From an optimization exercise on the open Yosys and OpenROAD flow, aimed at small area and a short achievable clock period; shortcuts taken in it are not production practice. No functional check of the RTL was part of any run shown here. Power is estimated from default activity; no workload was simulated.

==> design/flow/design.v <==
module sigmoid8_pla #(
    parameter WIDTH = 16,
    parameter SLICES = 8,
    parameter FP = 12
) (
    input wire clk,
    input wire rst,
    input wire signed [WIDTH - 1:0] x,
    output wire [WIDTH - 1:0] y
);
    localparam [64*13-1:0] TTAB = {13'd1181, 13'd1181, 13'd1181, 13'd1181, 13'd313, 13'd314, 13'd546, 13'd546, 13'd177, 13'd177, 13'd180, 13'd177, 13'd97, 13'd97, 13'd97, 13'd97, 13'd8189, 13'd8190, 13'd34, 13'd34, 13'd11, 13'd11, 13'd8191, 13'd11, 13'd0, 13'd0, 13'd0, 13'd0, 13'd0, 13'd0, 13'd0, 13'd0, 13'd4096, 13'd4096, 13'd4096, 13'd4096, 13'd4096, 13'd4096, 13'd4084, 13'd4096, 13'd4060, 13'd4060, 13'd4060, 13'd4060, 13'd4036, 13'd4037, 13'd3999, 13'd3999, 13'd3900, 13'd3900, 13'd3903, 13'd3900, 13'd3518, 13'd3518, 13'd3518, 13'd3518, 13'd3148, 13'd3149, 13'd2915, 13'd2915, 13'd2048, 13'd2048, 13'd2048, 13'd2048};
    reg [15:0] x_reg;
    always @(posedge clk) x_reg <= x;
    wire [9:0] r3lo = {1'b0, x_reg[8:0]} + {1'b0, x_reg[7:0], 1'b0};
    wire [4:0] r3hi = {2'b0, x_reg[11:9]} + {1'b0, x_reg[11:8]};
    reg [11:0] r_reg;
    reg [8:1] r3l_reg;
    reg [13:9] r3h_reg;
    reg        r3c_reg;
    reg [4:0]  q_reg;
    reg        z_reg;
    always @(posedge clk) begin
        r_reg   <= x_reg[11:0];
        r3l_reg <= r3lo[8:1];
        r3h_reg <= r3hi;
        r3c_reg <= r3lo[9];
        q_reg   <= x_reg[15:11];
        z_reg   <= ~|x_reg[10:0];
    end
    wire [13:0] r3 = {r3h_reg + {{(4){1'b0}}, r3c_reg}, r3l_reg, r_reg[0]};
    reg s23, s99, s369, s867;
    always @(*) begin
        s23 = 1'b0; s99 = 1'b0; s369 = 1'b0; s867 = 1'b0;
        case (q_reg)
            5'd20, 5'd21, 5'd22, 5'd9, 5'd10, 5'd11: s23 = 1'b1;
            5'd23, 5'd24, 5'd25, 5'd6, 5'd7, 5'd8: s99 = 1'b1;
            5'd26, 5'd27, 5'd28, 5'd3, 5'd4, 5'd5: s369 = 1'b1;
            5'd29, 5'd30, 5'd31, 5'd0, 5'd1, 5'd2: s867 = 1'b1;
            default: ;
        endcase
    end
    wire [12:0] tt = TTAB[{q_reg, z_reg}*13 +: 13];
    wire [11:0] nr = ~r_reg;
    wire [22:0] ta = ({23{s23}}  & {6'd0, r3, 3'd0}) |
                     ({23{s99}}  & {4'd0, r3, 5'd0}) |
                     ({23{s369}} & {2'd0, r3, 7'd0}) |
                     ({23{s867}} & {1'd0, r3, 8'd0}) |
                     {18'd0, s369, 3'b0, s23};
    wire [22:0] tb = ({23{s23}}  & {11'd0, nr}) |
                     ({23{s369}} & {7'd0, nr, 4'd0}) |
                     ({23{s867}} & {4'd0, r3, 5'd0});
    wire [22:0] tc = ({23{s99 | s867}} & {9'd0, r3}) |
                     ({23{s369}} & {11'd0, r_reg});
    wire [24:0] s1 = {2'b0, ta ^ tb ^ tc};
    wire [24:0] c1 = {1'b0, (ta & tb) | (ta & tc) | (tb & tc), 1'b0};
    wire [9:0] lo = {1'b0, s1[8:0]} + {1'b0, c1[8:0]};
    wire [15:0] u1 = s1[24:9];
    wire [15:0] u2 = c1[24:9];
    wire [15:0] u3 = {tt, {(3){1'b0}}};
    wire [15:0] us = u1 ^ u2 ^ u3;
    wire [15:0] uc = {(u1[14:0] & u2[14:0]) | (u1[14:0] & u3[14:0]) | (u2[14:0] & u3[14:0]), 1'b0};
    reg [15:0] hs_reg;
    reg [15:1] hc_reg;
    reg         lc_reg;
    always @(posedge clk) begin
        hs_reg <= us;
        hc_reg <= uc[15:1];
        lc_reg <= lo[9];
    end
    wire [15:0] ysum = hs_reg + {hc_reg, 1'b0} + {{(15){1'b0}}, lc_reg};
    reg [12:0] y_reg;
    always @(posedge clk or posedge rst) begin
        if (rst) y_reg <= 13'd0;
        else     y_reg <= ysum[15:3];
    end
    assign y = {3'b000, y_reg};
endmodule
==> design/flow/flow/run.sh <==
#!/bin/bash
# Own layout flow: the standard ORFS flow (standard.sh, unchanged synthesis),
# with a plain buffer on every port instead of the delay cells buffer_ports
# picks by default, and a clock tree with fewer, smaller buffers.
set -euo pipefail
export BUFFER_PORTS_ARGS="-buffer_cell ${OWN_PORT_BUF:-sky130_fd_sc_hd__buf_2}"
export CTS_ARGS="-sink_clustering_enable -repair_clock_nets -sink_clustering_size ${OWN_CTS_SIZE:-30} -sink_clustering_max_diameter ${OWN_CTS_DIAM:-80} -buf_list ${OWN_CTS_BUF:-sky130_fd_sc_hd__clkbuf_8} -dont_use_dummy_load"
bash standard.sh > standard_flow.log 2>&1
==> design/flow/standard.sh <==
#!/bin/bash
# synth_recipe.tcl (not shown) runs the flow's synth.tcl, then flattens the netlist and writes it again
# the make line also repeats each setting of config.mk as NAME=value (left out here)
make -C /OpenROAD-flow-scripts/flow DESIGN_CONFIG=/design/flow/config.mk WORK_HOME=/design/flow/orfs CLKGATE_MAP_FILE= SYNTH_SCRIPT=/design/flow/synth_recipe.tcl "${@:-finish}"
==> design/flow/config.mk <==
export PLATFORM = sky130hd
export DESIGN_NAME = sigmoid8_pla
export DESIGN_NICKNAME = sigmoid8_pla
export VERILOG_FILES = /design/flow/design.v
export SDC_FILE = /design/flow/constraint.sdc
export NUM_CORES = 4
export LEC_CHECK = 0
export CAP_MARGIN = 20
export CORE_MARGIN = 2
export CORE_UTILIZATION = 58
export SETUP_SLACK_MARGIN = 3.3
export SLEW_MARGIN = 20
==> design/flow/constraint.sdc <==
create_clock -name core_clock -period 5.5 [get_ports {clk}]
set_input_delay 1.1000 -clock core_clock [delete_from_list [all_inputs] [get_ports {clk}]]
set_output_delay 1.1000 -clock core_clock [all_outputs]
set_load 0.01 [all_outputs]
==> results by group, run 1 <==
Setup path
  • Crit path required time: 5.75 ns
  • CP startpoint kind: flip-flop
  • CP endpoint kind: flip-flop
  • Register-to-Register Path Depth: 9
  • Worst Path Arrival: 2.52 ns
  • Crit-path max FO: 8
  • Crit Path Class: flip-flop to flip-flop

Floorplanning
  • Row cnt: 33
  • Initial Util: 0.604
  • Core area: 8300 µm²
  • Die Span Y: 97.0 µm
  • Top Ports: 34
  • Die ar.: 9400 µm²
  • Die Wd: 97.0 µm

STA
  • RSZ-0062 raised after global routing: yes
  • Slew headroom: 0.659
  • Final Slew Violations: 0
  • Final Setup Violations: 0
  • Minimum clock period: 2.27 ns
  • Actual slew at the worst max-slew pin: 0.506 ns
  • Final period util: 0.413
  • Final Hold Fails: 0
  • Fmax: 440 MHz
  • Clk_skew: 0.0322 ns
  • Final TNS setup: 0 ns

Placement
  • IO Port Bufs: 30
  • Half-perimeter wire length after placement: 7030 µm
  • Cells after DPL: 639
  • GP Congestion: 0.872

Yosys
  • Sequential area share after synthesis: 0.388
  • Distinct cells, synth: 51
  • Top FF cell, synth: dfxtp_1
  • Number of synthesized flops with an enable pin: 0
  • FF+latch count, synth: 94
  • Synth Area per Inst: 9.50 µm²
  • YS warnings: 1
  • Syn Std Cell Area: 5010 µm²
  • Top cell type by total area after synthesis: dfxtp_1
  • Top cell type's share of synthesized area: 0.323
  • Synth area leaders: dfxtp_1 32%, ha_1 13%, fa_1 8.4%
  • Syn Inst Count: 528
  • Asr flop ratio synth: 0.138

Clocking
  • CTS tree: yes
  • CTS Buffer Depth: 2
  • Clock Sinks: 94
  • Worst skew pair latency: 0.36 ns
  • CTS H-tree depth: 3
  • Worst-path clk slew: 0.09 ns
  • Root buf cell: clkbuf_8
  • CTS Buf Count: 9
  • Hold_buf cts: 0

Power and ir drop
  • Total design power: 1.87 mW
  • Pwr Density: 336 nW/µm²
  • Max IR drop VDD: 0.000186 V
  • Lkg Pwr: 2.65 nW

Final layout
  • Antenna Cells: 0
  • Synth-to-Final Area Change: 11.1%
  • Commonest non-fill, non-tap cell in the layout: dfxtp_1
  • Nets: 648
  • Share of cells above drive strength 1: 0.169
  • Fin cells: 660
  • Fillers: 648
  • Commonest cells after routing, fill and taps aside: 69 x dfxtp_1, 50 x nand2_1, 48 x ha_1

Global route
  • Antenna violations before repair: 0
  • Largest net degree at the start of global routing: 37
  • First-pass GRT wire length: 16300 µm
  • GRT overflow: 0
  • GRT Resource Usage Total: 0.211
  • Vias in the first global route: 3571

Job
  • Max Cap Viol: 0

Route
  • DRT antenna net count: 0
  • Initial drt markers: 374
  • Pre-antenna DRT Iters: 8
  • Via density: 5.80
  • Detailed-route via count: 3825
  • Wirelength per Cell: 14.9 µm
  • WL final: 9850 µm
  • DRC Markers: 0

Hold path
  • Hold WC Path Type: flip-flop to flip-flop
  • Hold Path Depth: 0

Status
  • Outcome: finished clean
-- worst paths after layout --
check,startpoint,to,slack (ns)
max in group asynchronous,rst,y_reg[5],4.42
min,x_reg[4],r_reg[4],0.38
min in group asynchronous,rst,y_reg[0],0.75
max,s867,lc_reg,3.23
min reg2reg,x_reg[4],r_reg[4],0.38
max reg2reg,s867,lc_reg,3.23
-- critical path: stages, from the launching register on --
cell and delay (ns):
dfxtp_4 0.37, or2_4 0.29, a22o_1 0.19, ha_1 0.27, ha_1 0.27, a41o_1 0.21, a21o_1 0.18, a21oi_2 0.14
o21ai_1 0.07, a21o_1 0.17
-- cells in the mapped netlist, drive strengths merged, types with 5 or more instances --
| cell type | n |
|---|---|
| dfxtp | 81 |
| ha | 52 |
| nand2 | 51 |
| inv | 45 |
| a21oi | 35 |
| nor2 | 29 |
| o21ai | 26 |
| clkbuf | 23 |
| fa | 21 |
| a22oi | 15 |
| xnor2 | 15 |
| dfrtp | 13 |
| nand3 | 12 |
| a21o | 9 |
| a22o | 8 |
| a222oi | 7 |
| nand2b | 7 |
| nor3 | 7 |
| and3 | 5 |
| or2 | 5 |
| xor2 | 5 |
-- repair_timing --
action / CTS / global route
resized for setup: 17 / 22
setup endpoints to repair: 18 / 14
pin swaps: 11 / 12
setup buffers: 12 / 0
-- kinds of logic (layout without fill, tap and decap cells) --
group | Yosys count | after routing | share of synthesized area
AO/OA/AOI/OAI | 137 | 137 | 0.185
AND/OR/NAND/NOR | 130 | 130 | 0.119
flip-flops | 94 | 94 | 0.388
adder cells (fa/ha/maj) | 73 | 73 | 0.214
buffers and inverters | 72 | 97 | 0.0561
XOR/XNOR | 20 | 20 | 0.0349
other | 1 | 3 | 0.000748
multiplexers | 1 | 1 | 0.00225
-- where the power goes --
group          total [mW]  internal, mW  switching, mW
Combinational       0.627         0.290          0.337
Clock               0.344         0.147          0.198
Sequential          0.901         0.819         0.0821
-- metal layers --
layer	global-route usage	vias to the layer above	wire length, µm
met5	0	-	0
met2	0.345	133	4640
met1	0.279	1791	4540
li1	-	1887	-
met3	0.0361	14	485
met4	0.0802	0	180
-- stage by stage --
step            util  area (µm²)  worst slack (ns)  hold WS [ns]
3_3_place_gp   0.628        5210              2.52         0.370
6_report       0.671        5570              3.23         0.378
3_5_place_dp   0.628        5210              2.48         0.373
4_1_cts        0.660        5480              3.22         0.383
5_1_grt        0.671        5570              3.12         0.390
2_1_floorplan      -        5050              3.27         0.329
-- area by class of cell --
| cell class | instances | area (µm²) | area share |
|---|---|---|---|
| clock buffer | 9 | 124 | 0.0222 |
| inverter | 46 | 174 | 0.0312 |
| multi-input combinational | 364 | 2920 | 0.524 |
| sequential | 94 | 1970 | 0.355 |
| tap | 105 | 131 | 0.0236 |
| timing repair buffer | 42 | 248 | 0.0445 |
==> run 2: changes to the inputs <==
--- a/design/flow/design.v
+++ b/design/flow/design.v
@@ -28,14 +28,14 @@
         z_reg   <= ~|x_reg[10:0];
     end
     wire [13:0] r3 = {r3h_reg + {{(4){1'b0}}, r3c_reg}, r3l_reg, r_reg[0]};
-    reg s23, s99, s369, s867;
+    reg s23, s99, s369, s867, sc;
     always @(*) begin
-        s23 = 1'b0; s99 = 1'b0; s369 = 1'b0; s867 = 1'b0;
+        s23 = 1'b0; s99 = 1'b0; s369 = 1'b0; s867 = 1'b0; sc = 1'b0;
         case (q_reg)
             5'd20, 5'd21, 5'd22, 5'd9, 5'd10, 5'd11: s23 = 1'b1;
-            5'd23, 5'd24, 5'd25, 5'd6, 5'd7, 5'd8: s99 = 1'b1;
+            5'd23, 5'd24, 5'd25, 5'd6, 5'd7, 5'd8: begin s99 = 1'b1; sc = 1'b1; end
             5'd26, 5'd27, 5'd28, 5'd3, 5'd4, 5'd5: s369 = 1'b1;
-            5'd29, 5'd30, 5'd31, 5'd0, 5'd1, 5'd2: s867 = 1'b1;
+            5'd29, 5'd30, 5'd31, 5'd0, 5'd1, 5'd2: begin s867 = 1'b1; sc = 1'b1; end
             default: ;
         endcase
     end
@@ -49,29 +49,34 @@
     wire [22:0] tb = ({23{s23}}  & {11'd0, nr}) |
                      ({23{s369}} & {7'd0, nr, 4'd0}) |
                      ({23{s867}} & {4'd0, r3, 5'd0});
-    wire [22:0] tc = ({23{s99 | s867}} & {9'd0, r3}) |
+    wire [22:0] tc = ({23{sc}} & {9'd0, r3}) |
                      ({23{s369}} & {11'd0, r_reg});
     wire [24:0] s1 = {2'b0, ta ^ tb ^ tc};
     wire [24:0] c1 = {1'b0, (ta & tb) | (ta & tc) | (tb & tc), 1'b0};
-    wire [9:0] lo = {1'b0, s1[8:0]} + {1'b0, c1[8:0]};
-    wire [15:0] u1 = s1[24:9];
-    wire [15:0] u2 = c1[24:9];
-    wire [15:0] u3 = {tt, {(3){1'b0}}};
-    wire [15:0] us = u1 ^ u2 ^ u3;
-    wire [15:0] uc = {(u1[14:0] & u2[14:0]) | (u1[14:0] & u3[14:0]) | (u2[14:0] & u3[14:0]), 1'b0};
-    reg [15:0] hs_reg;
-    reg [15:1] hc_reg;
-    reg         lc_reg;
+    wire [4:0] gl = {1'b0, s1[3:0]} + {1'b0, c1[3:0]};
+    wire [4:0] gh = {1'b0, s1[7:4]} + {1'b0, c1[7:4]};
+    wire ph = &(s1[7:4] ^ c1[7:4]);
+    wire [16:0] u1 = s1[24:8];
+    wire [16:0] u2 = c1[24:8];
+    wire [16:0] u3 = {tt, {(4){1'b0}}};
+    wire [16:0] us = u1 ^ u2 ^ u3;
+    wire [16:0] uc = {(u1[15:0] & u2[15:0]) | (u1[15:0] & u3[15:0]) | (u2[15:0] & u3[15:0]), 1'b0};
+    reg [16:0] hs_reg;
+    reg [16:1] hc_reg;
+    reg         gl_reg, gh_reg, ph_reg;
     always @(posedge clk) begin
         hs_reg <= us;
-        hc_reg <= uc[15:1];
-        lc_reg <= lo[9];
+        hc_reg <= uc[16:1];
+        gl_reg <= gl[4];
+        gh_reg <= gh[4];
+        ph_reg <= ph;
     end
-    wire [15:0] ysum = hs_reg + {hc_reg, 1'b0} + {{(15){1'b0}}, lc_reg};
+    wire lc = gh_reg | (ph_reg & gl_reg);
+    wire [16:0] ysum = hs_reg + {hc_reg, 1'b0} + {{(16){1'b0}}, lc};
     reg [12:0] y_reg;
     always @(posedge clk or posedge rst) begin
         if (rst) y_reg <= 13'd0;
-        else     y_reg <= ysum[15:3];
+        else     y_reg <= ysum[16:4];
     end
     assign y = {3'b000, y_reg};
 endmodule
==> results by group, run 2 <==
Power and ir drop
  • Pwr Density: 342 nW/µm²
  • Max IR drop VDD: 0.000176 V
  • Lkg Pwr: 2.78 nW
  • Clk pwr share: 0.172
  • Combinational group share of total power: 0.357
  • Cell internal pwr: 1.34 mW
  • Net load switching power: 0.701 mW
  • Sequential Power Share: 0.471
  • Sw Ratio: 0.344
  • Total design power: 2.04 mW

STA
  • RSZ-0062 raised after global routing: yes
  • Final Hold Fails: 0
  • Final Slew Violations: 0
  • Min Hold Slack: 0.379 ns
  • Final Setup Violations: 0
  • Minimum clock period: 2.21 ns
  • Clk_skew: 0.0282 ns
  • Actual slew at the worst max-slew pin: 0.505 ns
  • Fin worst setup slack: 3.29 ns
  • Final period util: 0.401
  • Slew headroom: 0.663
  • Final TNS setup: 0 ns
  • Fmax: 453 MHz

Yosys
  • YS warnings: 1
  • Top cells by count, synth: 86 x dfxtp_1, 53 x ha_1, 52 x nand2_1
  • Number of synthesized flops with an enable pin: 0
  • Synth area leaders: dfxtp_1 32%, ha_1 12%, fa_1 7.8%
  • Sequential area share after synthesis: 0.378
  • Syn Std Cell Area: 5420 µm²
  • Top cell type by total area after synthesis: dfxtp_1
  • Synth Area per Inst: 9.41 µm²
  • Top cell type's share of synthesized area: 0.318
  • Syn Inst Count: 576
  • Asr flop ratio synth: 0.131
  • Top FF cell, synth: dfxtp_1
  • FF+latch count, synth: 99
  • Distinct cells, synth: 61
  • Most frequent cell after synthesis: dfxtp_1

Global route
  • Global routing usage on met2: 0.331
  • GRT Resource Usage Total: 0.218
  • Antenna violations before repair: 0
  • GRT overflow: 0
  • Largest net degree at the start of global routing: 33
  • Vias in the first global route: 3749
  • First-pass GRT wire length: 17400 µm
  • Grt peak-use layer: met2
  • GR Util met3: 0.0298
  • Met1 Use GR: 0.311

Route
  • Initial drt markers: 491
  • WL final: 10800 µm
  • Detailed-route via count: 4174
  • Pre-antenna DRT Iters: 6
  • Wirelength per Cell: 15.2 µm
  • DRT antenna net count: 0
  • DRC Markers: 0
  • Via density: 5.88

Placement
  • IO Port Bufs: 30
  • Worst slack at placement: 2.67 ns
  • GP Congestion: 0.907
  • Post-Place Cell Area: 5600 µm²
  • Half-perimeter wire length after placement: 7910 µm
  • Cells after DPL: 688

Clocking
  • CTS Buf Count: 9
  • Clock Sinks: 99
  • Hold_buf cts: 0
  • Worst skew pair latency: 0.36 ns
  • CTS tree: yes
  • Worst-path clk slew: 0.10 ns
  • CTS H-tree depth: 3
  • Root buf cell: clkbuf_8
  • CTS Buffer Depth: 2

Final layout
  • Commonest cells after routing, fill and taps aside: 74 x dfxtp_1, 52 x nand2_1, 49 x ha_1
  • Synth-to-Final Area Change: 10.1%
  • Fin cells: 710
  • Area of the multi-input gates: 3200 µm²
  • Nets: 693
  • Final Util: 0.652
  • Fillers: 751
  • Reg area: 2070 µm²
  • Share of cells above drive strength 1: 0.145
  • Antenna Cells: 0
  • Max FFs per register: 17
  • Commonest non-fill, non-tap cell in the layout: dfxtp_1
  • Post-route cell area: 5970 µm²

Floorplanning
  • Initial Util: 0.592
  • Top Ports: 34
  • Die Span Y: 101 µm
  • Row cnt: 35
  • Die ar.: 10100 µm²
  • Core area: 9150 µm²
  • Die Wd: 101 µm

Setup path
  • Crit-path max FO: 6
  • CP startpoint kind: flip-flop
  • Critical path startpoint: r3h_reg[9]
  • Crit Path Class: flip-flop to flip-flop
  • CP endpoint kind: flip-flop
  • Worst Path Arrival: 2.42 ns
  • Reg-to-Reg Start: r3h_reg[9]
  • Crit path required time: 5.72 ns

Hold path
  • Worst hold start: x_reg[5]
  • Hold WC Path Type: flip-flop to flip-flop

Status
  • Outcome: finished clean

Job
  • Max Cap Viol: 0
==> run 2: changes by cell type in the layout (fill, tap and decap cells not counted), sizes merged, moves of 5 or more <==
cell    before  now
o211ai       0    5
o21ai       26   33
a21oi       35   41
dfxtp       81   86
nand3       12   19
==> run 2: layout make-up <==
type	count	share of cell area
Multi-Input combinational cell	402	0.535
Timing Repair Buffer	43	0.0436
Inverter	46	0.0302
Clock buffer	9	0.0208
Tap cell	111	0.0233
Sequential cell	99	0.347
==> run 2: cell families (layout without fill, tap and decap cells) <==
group,after synthesis,in the layout,share of synthesized area
buf+inv,77,98,0.0554
other cells,1,3,0.000692
fa+ha+maj,74,74,0.200
compound gates,163,163,0.209
simple gates,140,140,0.121
mux,2,2,0.00393
flops,99,99,0.378
xor+xnor,20,20,0.0323
==> run 2: worst paths after layout <==
| path | cells after the start | to | slack (ns) |
|---|---|---|---|
| max | 7 | hs_reg[5] | 3.29 |
| min | 0 | r_reg[5] | 0.38 |
| max reg2reg | 7 | hs_reg[5] | 3.29 |
| min reg2reg | 0 | r_reg[5] | 0.38 |
| max in group asynchronous | 2 | y_reg[7] | 4.44 |
| min in group asynchronous | 2 | y_reg[10] | 0.74 |
==> run 2: power by group through the flow <==
stage	Clock, mW	Sequential [mW]	Combinational (mW)
finish	0.351	0.960	0.728
global route	0.392	0.980	0.839
CTS	0.366	0.957	0.706
detailed placement	0	0.971	0.689
global placement	0	0.971	0.676
floorplan	0	0.953	0.523
==> run 2: repair_timing <==
action	4_1_cts	5_1_grt
resized for setup	16	16
setup buffers	8	5
endpoints found under the setup margin	23	17
pin swaps	3	11
hold endpoints to repair	0	0
==> run 2: critical path: stages, from the launching register on <==
cell and delay (ns):
dfxtp_2 0.33, ha_4 0.17, ha_4 0.30, nand2_1 0.06, and3_4 0.18, fa_1 0.54
inv_2 0.04, fa_1 0.45
==> run 2: per-layer routing <==
metal  vias up  share of wire
li1       2068              -
met1      1920           0.47
met2       168           0.45
met3        18          0.056
met4         0          0.018
met5         -              0
==> run 3: changes to the inputs <==
--- a/design/flow/design.v
+++ b/design/flow/design.v
@@ -11,23 +11,23 @@
     localparam [64*13-1:0] TTAB = {13'd1181, 13'd1181, 13'd1181, 13'd1181, 13'd313, 13'd314, 13'd546, 13'd546, 13'd177, 13'd177, 13'd180, 13'd177, 13'd97, 13'd97, 13'd97, 13'd97, 13'd8189, 13'd8190, 13'd34, 13'd34, 13'd11, 13'd11, 13'd8191, 13'd11, 13'd0, 13'd0, 13'd0, 13'd0, 13'd0, 13'd0, 13'd0, 13'd0, 13'd4096, 13'd4096, 13'd4096, 13'd4096, 13'd4096, 13'd4096, 13'd4084, 13'd4096, 13'd4060, 13'd4060, 13'd4060, 13'd4060, 13'd4036, 13'd4037, 13'd3999, 13'd3999, 13'd3900, 13'd3900, 13'd3903, 13'd3900, 13'd3518, 13'd3518, 13'd3518, 13'd3518, 13'd3148, 13'd3149, 13'd2915, 13'd2915, 13'd2048, 13'd2048, 13'd2048, 13'd2048};
     reg [15:0] x_reg;
     always @(posedge clk) x_reg <= x;
-    wire [9:0] r3lo = {1'b0, x_reg[8:0]} + {1'b0, x_reg[7:0], 1'b0};
-    wire [4:0] r3hi = {2'b0, x_reg[11:9]} + {1'b0, x_reg[11:8]};
+    wire [10:0] r3lo = {1'b0, x_reg[9:0]} + {1'b0, x_reg[8:0], 1'b0};
+    wire [3:0] r3hi = {2'b0, x_reg[11:10]} + {1'b0, x_reg[11:9]};
     reg [11:0] r_reg;
-    reg [8:1] r3l_reg;
-    reg [13:9] r3h_reg;
+    reg [9:1] r3l_reg;
+    reg [13:10] r3h_reg;
     reg        r3c_reg;
     reg [4:0]  q_reg;
     reg        z_reg;
     always @(posedge clk) begin
         r_reg   <= x_reg[11:0];
-        r3l_reg <= r3lo[8:1];
+        r3l_reg <= r3lo[9:1];
         r3h_reg <= r3hi;
-        r3c_reg <= r3lo[9];
+        r3c_reg <= r3lo[10];
         q_reg   <= x_reg[15:11];
         z_reg   <= ~|x_reg[10:0];
     end
-    wire [13:0] r3 = {r3h_reg + {{(4){1'b0}}, r3c_reg}, r3l_reg, r_reg[0]};
+    wire [13:0] r3 = {r3h_reg + {{(3){1'b0}}, r3c_reg}, r3l_reg, r_reg[0]};
     reg s23, s99, s369, s867, sc;
     always @(*) begin
         s23 = 1'b0; s99 = 1'b0; s369 = 1'b0; s867 = 1'b0; sc = 1'b0;
==> results by group, run 3 <==
Setup path
  • Worst path max stage delay: 0.65 ns
  • Crit-path max FO: 14
  • CP startpoint kind: flip-flop
  • Slowest-stage cell, CP: dfxtp_1
  • CP endpoint kind: flip-flop
  • Worst path top cell family by delay: adder cells
  • Crit path required time: 5.75 ns
  • Crit Path Class: flip-flop to flip-flop
  • Worst Path Arrival: 2.42 ns
  • Crit-path cells: a22oi_1 -> fa_1 -> inv_1 -> ha_1 -> a21oi_1 -> nor2b_1 -> o21ai_0 -> nand2b_1
  • CP Buf/Inv Count: 1

Power and ir drop
  • Clk pwr share: 0.173
  • Sequential Power Share: 0.474
  • Net load switching power: 0.691 mW
  • Pwr Density: 346 nW/µm²
  • Sw Ratio: 0.342
  • Cell internal pwr: 1.33 mW
  • Max IR drop VDD: 0.000156 V
  • Combinational group share of total power: 0.352
  • Lkg Pwr: 2.69 nW

Final layout
  • Antenna Cells: 0
  • Nets: 678
  • Synth-to-Final Area Change: 8.74%
  • Commonest non-fill, non-tap cell in the layout: dfxtp_1
  • Max FFs per register: 17
  • Commonest cells after routing, fill and taps aside: 75 x dfxtp_1, 49 x ha_1, 44 x nand2_1
  • Share of cells above drive strength 1: 0.137
  • Fillers: 769

STA
  • Minimum clock period: 2.18 ns
  • Min Hold Slack: 0.385 ns
  • Clk_skew: 0.0325 ns
  • Final Slew Violations: 0
  • Slew headroom: 0.653
  • Final Hold Fails: 0
  • RSZ-0062 raised after global routing: yes
  • Final Setup Violations: 0
  • Fmax: 460 MHz
  • Actual slew at the worst max-slew pin: 0.520 ns
  • Final period util: 0.396
  • Final TNS setup: 0 ns

Clocking
  • Root buf cell: clkbuf_8
  • Clock Sinks: 99
  • Worst-path clk slew: 0.09 ns
  • CTS H-tree depth: 3
  • CTS Buf Count: 9
  • Worst skew pair latency: 0.35 ns
  • CTS tree: yes
  • CTS Buffer Depth: 2

Global route
  • Antenna violations before repair: 0
  • GR Util met3: 0.0376
  • GRT Resource Usage Total: 0.209
  • GRT overflow: 0
  • Grt peak-use layer: met2
  • Vias in the first global route: 3663
  • Largest net degree at the start of global routing: 30
  • First-pass GRT wire length: 17000 µm
  • Global routing usage on met2: 0.322
  • Met1 Use GR: 0.298

Yosys
  • Top FF cell, synth: dfxtp_1
  • Synth Area per Inst: 9.48 µm²
  • Top cell type's share of synthesized area: 0.321
  • Distinct cells, synth: 64
  • Asr flop ratio synth: 0.131
  • Top cell type by total area after synthesis: dfxtp_1
  • YS warnings: 1
  • Syn Inst Count: 566
  • Top cells by count, synth: 86 x dfxtp_1, 52 x ha_1, 45 x nand2_1
  • Most frequent cell after synthesis: dfxtp_1
  • Synth area leaders: dfxtp_1 32%, ha_1 12%, fa_1 7.8%
  • Sequential area share after synthesis: 0.381
  • FF+latch count, synth: 99
  • Number of synthesized flops with an enable pin: 0
  • Syn Std Cell Area: 5370 µm²

Route
  • Initial drt markers: 650
  • Detailed-route via count: 4058
  • Wirelength per Cell: 14.7 µm
  • WL final: 10300 µm
  • DRT antenna net count: 0
  • Via density: 5.83
  • DRC Markers: 0
  • Pre-antenna DRT Iters: 6

Placement
  • IO Port Bufs: 30
  • Half-perimeter wire length after placement: 7540 µm
  • GP Congestion: 0.879

Job
  • Max Cap Viol: 0

Floorplanning
  • Core area: 9110 µm²
  • Initial Util: 0.589
  • Top Ports: 34
  • Row cnt: 35
  • Die Span Y: 100 µm
  • Die ar.: 10000 µm²
  • Die Wd: 100 µm

Hold path
  • Hold WC Path Type: flip-flop to flip-flop

Status
  • Outcome: finished clean
run 3: changes by cell type in the layout (fill, tap and decap cells not counted), sizes merged, moves of 4 or more:
| cell | change |
|---|---|
| a21oi | -5 |
| inv | -7 |
| nand2 | -7 |
| xnor2 | +4 |
run 3: final cells by class:
type	count	area [µm²]	area share
multi-input combinational	395	3100	0.531
sequential	99	2070	0.355
timing repair buffer	42	240	0.0412
inverter	40	161	0.0277
tap	111	139	0.0238
clock buffer	9	124	0.0212
run 3: kinds of logic after synthesis:
| family | Yosys count | share of synthesized area |
|---|---|---|
| AND/OR/NAND/NOR | 136 | 0.120 |
| other | 1 | 0.000699 |
| multiplexers | 3 | 0.00583 |
| AO/OA/AOI/OAI | 159 | 0.203 |
| adder cells (fa/ha/maj) | 73 | 0.200 |
| XOR/XNOR | 21 | 0.0343 |
| buffers and inverters | 74 | 0.0562 |
| flip-flops | 99 | 0.381 |
run 3: final timing paths:
kind,start,endpoint,slack (ns),cells after the start
min in group asynchronous,rst,y_reg[7],0.74,2
hold / removal,x_reg[0],r_reg[0],0.38,0
hold reg to reg,x_reg[0],r_reg[0],0.38,0
setup / recovery,sc,gh_reg,3.32,8
max in group asynchronous,rst,y_reg[3],4.42,2
setup reg to reg,sc,gh_reg,3.32,8
run 3: power groups by stage:
stage	sequential, mW	combinational [mW]	clock [mW]
floorplan	0.957	0.524	0
global placement	0.974	0.669	0
detailed placement	0.973	0.678	0
CTS	0.960	0.694	0.366
global route	0.976	0.813	0.390
finish	0.958	0.712	0.350
run 3: what timing repair did:
action                     CTS  global route
pin swaps                    3             5
setup endpoints to repair   24            14
gates resized for setup     20            11
hold buffers                 0             0
hold endpoints to repair     0             0
buffers inserted             3             9
run 3: routing by layer:
| layer | vias to the layer above | wire length [µm] |
|---|---|---|
| li1 | 2048 | - |
| met4 | 0 | 163 |
| met2 | 160 | 4630 |
| met5 | - | 0 |
| met3 | 22 | 627 |
| met1 | 1828 | 4830 |
run 3: worst register-to-register path, delay by kind of cell (launching register included):
family	cells	cell delay, ns
fa+ha+maj	2	0.80
simple gates	2	0.12
buf+inv	1	0.04
compound gates	3	0.48
flops	1	0.65
run 3: metrics by stage:
stage | util | cells | setup WS (ns) | power, mW | instance area (µm²)
2_1_floorplan | - | 568 | 3.32 | 1.48 | 5380
3_3_place_gp | 0.605 | 675 | 2.78 | 1.64 | 5510
3_5_place_dp | 0.605 | 675 | 2.71 | 1.65 | 5510
5_1_grt | 0.641 | 696 | 3.19 | 2.18 | 5840
6_report | 0.641 | 696 | 3.32 | 2.02 | 5840
4_1_cts | 0.628 | 687 | 3.26 | 2.02 | 5720

static timing again, ports no longer ideal:
No port has a modelled driver above. Below, the same layouts with a new extraction and two added sets of constraints. Step 1 assumes that a clkbuf_16 drives the clock port and a buf_2 every other input. Step 2 adds t to the input delays and takes it off the output delays; t is the mean of the earliest and latest rising clock arrival at the registers after step 1. Input paths then give back, and output paths get back, about the clock's delay inside the block. Slacks: ideal / step 1 / step 2; pairs: ideal / step 1.
| run | t, ns | slack for setup (ns) | clock arrival spread, ns | worst slew at a driven data input, ns | cell pins on the clock port's net |
|---|---|---|---|---|---|
| run 1 | 0.381 | 3.228 / 3.228 / 3.228 | 0.032 / 0.032 | 0.03 | 1 |
| run 2 | 0.378 | 3.294 / 3.294 / 3.294 | 0.034 / 0.034 | 0.03 | 1 |
| run 3 | 0.363 | 3.324 / 3.324 / 3.324 | 0.032 / 0.033 | 0.03 | 1 |
After both steps setup and hold are still met in every run listed.
